From an optimization exercise on the open Yosys and OpenROAD flow, aimed at small area; shortcuts taken in it are not production practice.
In this exercise RTL edits were held to simulation tests only and were not proved equivalent to the original.

==> inputs of 07-04 <==
==> flow/design.v <==
`timescale 1ns / 1ps
module pingpong_fft_controller (
    input  wire        clk,
    input  wire        rst,
    input  wire [31:0] fft_data_in,
    input  wire        fft_data_valid,
    output wire [14:0] bram_addra,
    output wire [31:0] bram_dina,
    output wire        bram_wea,
    output wire        bram_ena,
    input  wire [31:0] bram_douta,
    output wire [14:0] bram_addrb,
    output wire [31:0] bram_dinb,
    output wire        bram_web,
    output wire        bram_enb,
    input  wire [31:0] bram_doutb,
    output reg  [31:0] fft_doppler_input,
    output wire        fft_doppler_valid,
    output wire        fft_doppler_last
);
    reg        started;    
    reg        act;        
    reg        wr;         
    reg        sw;         
    reg        nx_a;       
    reg        nx_b;       
    reg        rd_a;       
    reg        rd_b;       
    reg [14:0] wn;         
    reg [14:0] rn;         
    reg [31:0] din;
    wire write     = started & fft_data_valid;       
    wire swap      = write & (wn == 15'd1);          
    wire row_wrap  = ~(|rn[14:7]);
    always @(posedge clk or posedge rst) begin
        if (rst) begin
            started <= 1'b0;
            act     <= 1'b0;
            wr      <= 1'b0;
            sw      <= 1'b0;
            nx_a    <= 1'b0;
            nx_b    <= 1'b1;
        end else begin
            started <= started | fft_data_valid;
            act     <= act | sw;
            wr      <= write;
            sw      <= swap;
            if (swap) begin
                nx_a <= nx_b;
                nx_b <= nx_a;
            end
        end
    end
    always @(posedge clk) begin
        rd_a <= nx_a;
        rd_b <= nx_b;
    end
    always @(posedge clk) begin
        if (!started)
            wn <= 15'd0;
        else if (write)
            wn <= wn - 15'd1;
    end
    always @(posedge clk) begin
        if (!act) begin
            rn <= 15'h7fff;
        end else begin
            rn[14:7] <= rn[14:7] - 8'd1;
            if (row_wrap)
                rn[6:0] <= rn[6:0] - 7'd1;
            else if (sw)
                rn[6:0] <= 7'h7f;
        end
    end
    always @(posedge clk) begin
        din               <= fft_data_in;
        fft_doppler_input <= ({32{nx_a}} & bram_douta) | ({32{nx_b}} & bram_doutb);
    end
    assign bram_addra = ~(({15{rd_b}} & wn) | ({15{rd_a}} & rn));
    assign bram_addrb = ~(({15{rd_a}} & wn) | ({15{rd_b}} & rn));
    assign bram_dina  = din;
    assign bram_dinb  = din;
    assign bram_wea   = rd_b;
    assign bram_web   = rd_a;
    assign bram_ena   = (act & rd_a) | (wr & rd_b);
    assign bram_enb   = (act & rd_b) | (wr & rd_a);
    assign fft_doppler_valid = act & (|rn);
    assign fft_doppler_last  = row_wrap;
endmodule
==> flow/flow/run.sh <==
#!/bin/bash
# Own layout flow: the standard ORFS flow (standard.sh), with these changes:
#  - synthesis maps logic with an area-oriented ABC script (flow/abc_area.script)
#    instead of ORFS's speed script; everything else in synthesis is the standard flow's own
#    script (synth_recipe.tcl), so the registers are the standard ones;
#  - the port buffers that global placement inserts are sky130_fd_sc_hd__buf_1;
#  - after repair_design, cells on paths with slack to spare are downsized;
#  - CTS inserts no dummy loads.
# Each step's full output goes to a log file in this folder (and ORFS's own logs
# under orfs/logs).
set -euo pipefail
here=$(pwd)
{
  echo 'proc abc {args} {'
  echo '  set i [lsearch -exact $args -script]'
  echo "  if {\$i >= 0} { lset args [expr {\$i + 1}] {$here/flow/abc_area.script} }"
  echo '  yosys abc {*}$args'
  echo '}'
  cat "$here/synth_recipe.tcl"
} > "$here/own_synth.tcl"
export BUFFER_PORTS_ARGS="-buffer_cell sky130_fd_sc_hd__buf_1"
export POST_RESIZE_TCL="$here/flow/post_resize.tcl"
export CTS_ARGS="-sink_clustering_enable -repair_clock_nets -dont_use_dummy_load"
bash standard.sh SYNTH_SCRIPT="$here/own_synth.tcl" synth > "$here/synth.log" 2>&1
bash standard.sh SYNTH_SCRIPT="$here/own_synth.tcl" finish > "$here/layout.log" 2>&1
==> flow/flow/abc_area.script <==
strash
dc2
balance
rewrite
refactor
balance
rewrite
rewrite -z
balance
refactor -z
rewrite -z
balance
&get -n
&dch -f
&nf -R 1000
&put
topo
dnsize -c
==> flow/flow/post_resize.tcl <==
# Downsize cells that have timing slack to spare.
log_cmd repair_timing -setup -recover_power 100 -match_cell_footprint
==> flow/standard.sh <==
#!/bin/bash
# synth_recipe.tcl (not shown) runs the flow's synth.tcl, then flattens the netlist and writes it again
# the make line also repeats each setting of config.mk as NAME=value (left out here)
make -C /OpenROAD-flow-scripts/flow DESIGN_CONFIG=/design/flow/config.mk WORK_HOME=/design/flow/orfs CLKGATE_MAP_FILE= SYNTH_SCRIPT=/design/flow/synth_recipe.tcl "${@:-finish}"
==> flow/config.mk <==
export PLATFORM = sky130hd
export DESIGN_NAME = pingpong_fft_controller
export DESIGN_NICKNAME = pingpong_fft_controller
export VERILOG_FILES = /design/flow/design.v
export SDC_FILE = /design/flow/constraint.sdc
export NUM_CORES = 4
export LEC_CHECK = 0
export CAP_MARGIN = 20
export CORE_MARGIN = 2
export CORE_UTILIZATION = 40
export SLEW_MARGIN = 20
==> flow/constraint.sdc <==
create_clock -name core_clock -period 5.0 [get_ports {clk}]
set_input_delay 1.0000 -clock core_clock [delete_from_list [all_inputs] [get_ports {clk}]]
set_output_delay 1.0000 -clock core_clock [all_outputs]
set_load 0.01 [all_outputs]
==> inputs of 10-07, as changes to 07-04 <==
==> flow/design.v (replaced) <==
`timescale 1ns / 1ps
module pingpong_fft_controller (
    input  wire        clk,
    input  wire        rst,
    input  wire [31:0] fft_data_in,
    input  wire        fft_data_valid,
    output wire [14:0] bram_addra,
    output wire [31:0] bram_dina,
    output wire        bram_wea,
    output wire        bram_ena,
    input  wire [31:0] bram_douta,
    output wire [14:0] bram_addrb,
    output wire [31:0] bram_dinb,
    output wire        bram_web,
    output wire        bram_enb,
    input  wire [31:0] bram_doutb,
    output reg  [31:0] fft_doppler_input,
    output wire        fft_doppler_valid,
    output wire        fft_doppler_last
);
    reg        started;    
    reg        act;        
    reg        wr;         
    reg        rp;         
    reg [14:0] wn;         
    reg [14:0] rn;         
    reg [31:0] din;
    wire swapped   = wr & ~(|wn);           
    wire active    = act | swapped;         
    wire rbuf      = rp ^ swapped;          
    wire row_wrap  = ~(|rn[14:7]);
    always @(posedge clk or posedge rst) begin
        if (rst) begin
            started <= 1'b0;
            act     <= 1'b0;
            wr      <= 1'b0;
            rp      <= 1'b1;
            wn      <= 15'd0;
            rn      <= 15'd0;
        end else begin
            started <= started | fft_data_valid;
            act     <= active;
            wr      <= started & fft_data_valid;
            rp      <= rbuf;
            if (started & fft_data_valid)
                wn <= wn - 15'd1;
            if (active) begin
                rn[14:7] <= rn[14:7] - 8'd1;
                if (row_wrap)
                    rn[6:0] <= rn[6:0] - 7'd1;
                else if (swapped)
                    rn[6:0] <= 7'h7f;
            end
        end
    end
    always @(posedge clk) begin
        din               <= fft_data_in;
        fft_doppler_input <= rbuf ? bram_doutb : bram_douta;
    end
    assign bram_addra = ~(rp ? wn : rn);
    assign bram_addrb = ~(rp ? rn : wn);
    assign bram_dina  = din;
    assign bram_dinb  = din;
    assign bram_wea   = rp;
    assign bram_web   = ~rp;
    assign bram_ena   = (act & ~rp) | (wr & rp);
    assign bram_enb   = (act & rp) | (wr & ~rp);
    assign fft_doppler_valid = |rn;
    assign fft_doppler_last  = row_wrap;
endmodule
==> flow/flow/run.sh (replaced) <==
#!/bin/bash
# Own layout flow: the standard ORFS flow, with two changes:
#  - the port buffers that global placement inserts use sky130_fd_sc_hd__buf_1;
#  - after repair_design, cells on paths with slack to spare are downsized.
set -euo pipefail
here=$(pwd)
export BUFFER_PORTS_ARGS="-buffer_cell sky130_fd_sc_hd__buf_1"
export POST_RESIZE_TCL="$here/flow/post_resize.tcl"
bash standard.sh synth > "$here/synth.log" 2>&1
bash standard.sh finish > "$here/layout.log" 2>&1
removed: flow/flow/abc_area.script
==> qor.yml <==
clock_cell_area_share_pct: 2.794
fin_area_um2: 4433
cp_max_fo: 6
vias_per_cell: 4.909
outcome: "finished clean"
slew_headroom_pct: 57.42
final_nets: 638
timing.reg2reg.setup_slack_ns: 2.59
synth-seq-cells: 102
gr-usage-met2_pct: 31.19
tap_cells: 108
# the run above: 07-04

==> qor.yml <==
synth-seq-cells: 98
fin_area_um2: 4947
min_from: "rn[12]"
tap_cells: 133
cp_max_fo: 8
final_nets: 623
clock_cell_area_share_pct: 4.148
vias_per_cell: 4.566
timing.reg2reg.setup_slack_ns: 2.32
slew_headroom_pct: 32.21
outcome: "finished clean"
# the run above: 10-07

==> separate check: timing with driven ports <==
The flow's constraints put no driver on any port. The routed layouts listed below were extracted and timed again, unchanged, in two steps.
Step 1: set_driving_cell puts a clkbuf_16 on clk and a buf_2 on each other input, an assumption about the parent block.
Step 2, shift: input delay + t, output delay - t, t = (earliest + latest rising clock arrival at the registers) / 2. This alone moves slack from input paths to output paths.
Slacks: no drivers / after step 1 / after step 2; pairs: no drivers / after step 1.
| run | shift t [ns] | slack for setup (ns) | hold slack, ns | worst register clock-pin slew, ns | pins driven straight from the clock port |
|---|---|---|---|---|---|
| 07-04 | 0.376 | 2.223 / 2.191 / 2.306 | 0.437 / 0.437 / 0.437 | 0.11 / 0.11 | 1 |
| 10-07 | 0.387 | 1.831 / 1.798 / 2.185 | 0.520 / 0.520 / 0.520 | 0.11 / 0.11 | 1 |
After both steps every run listed still meets setup and hold.
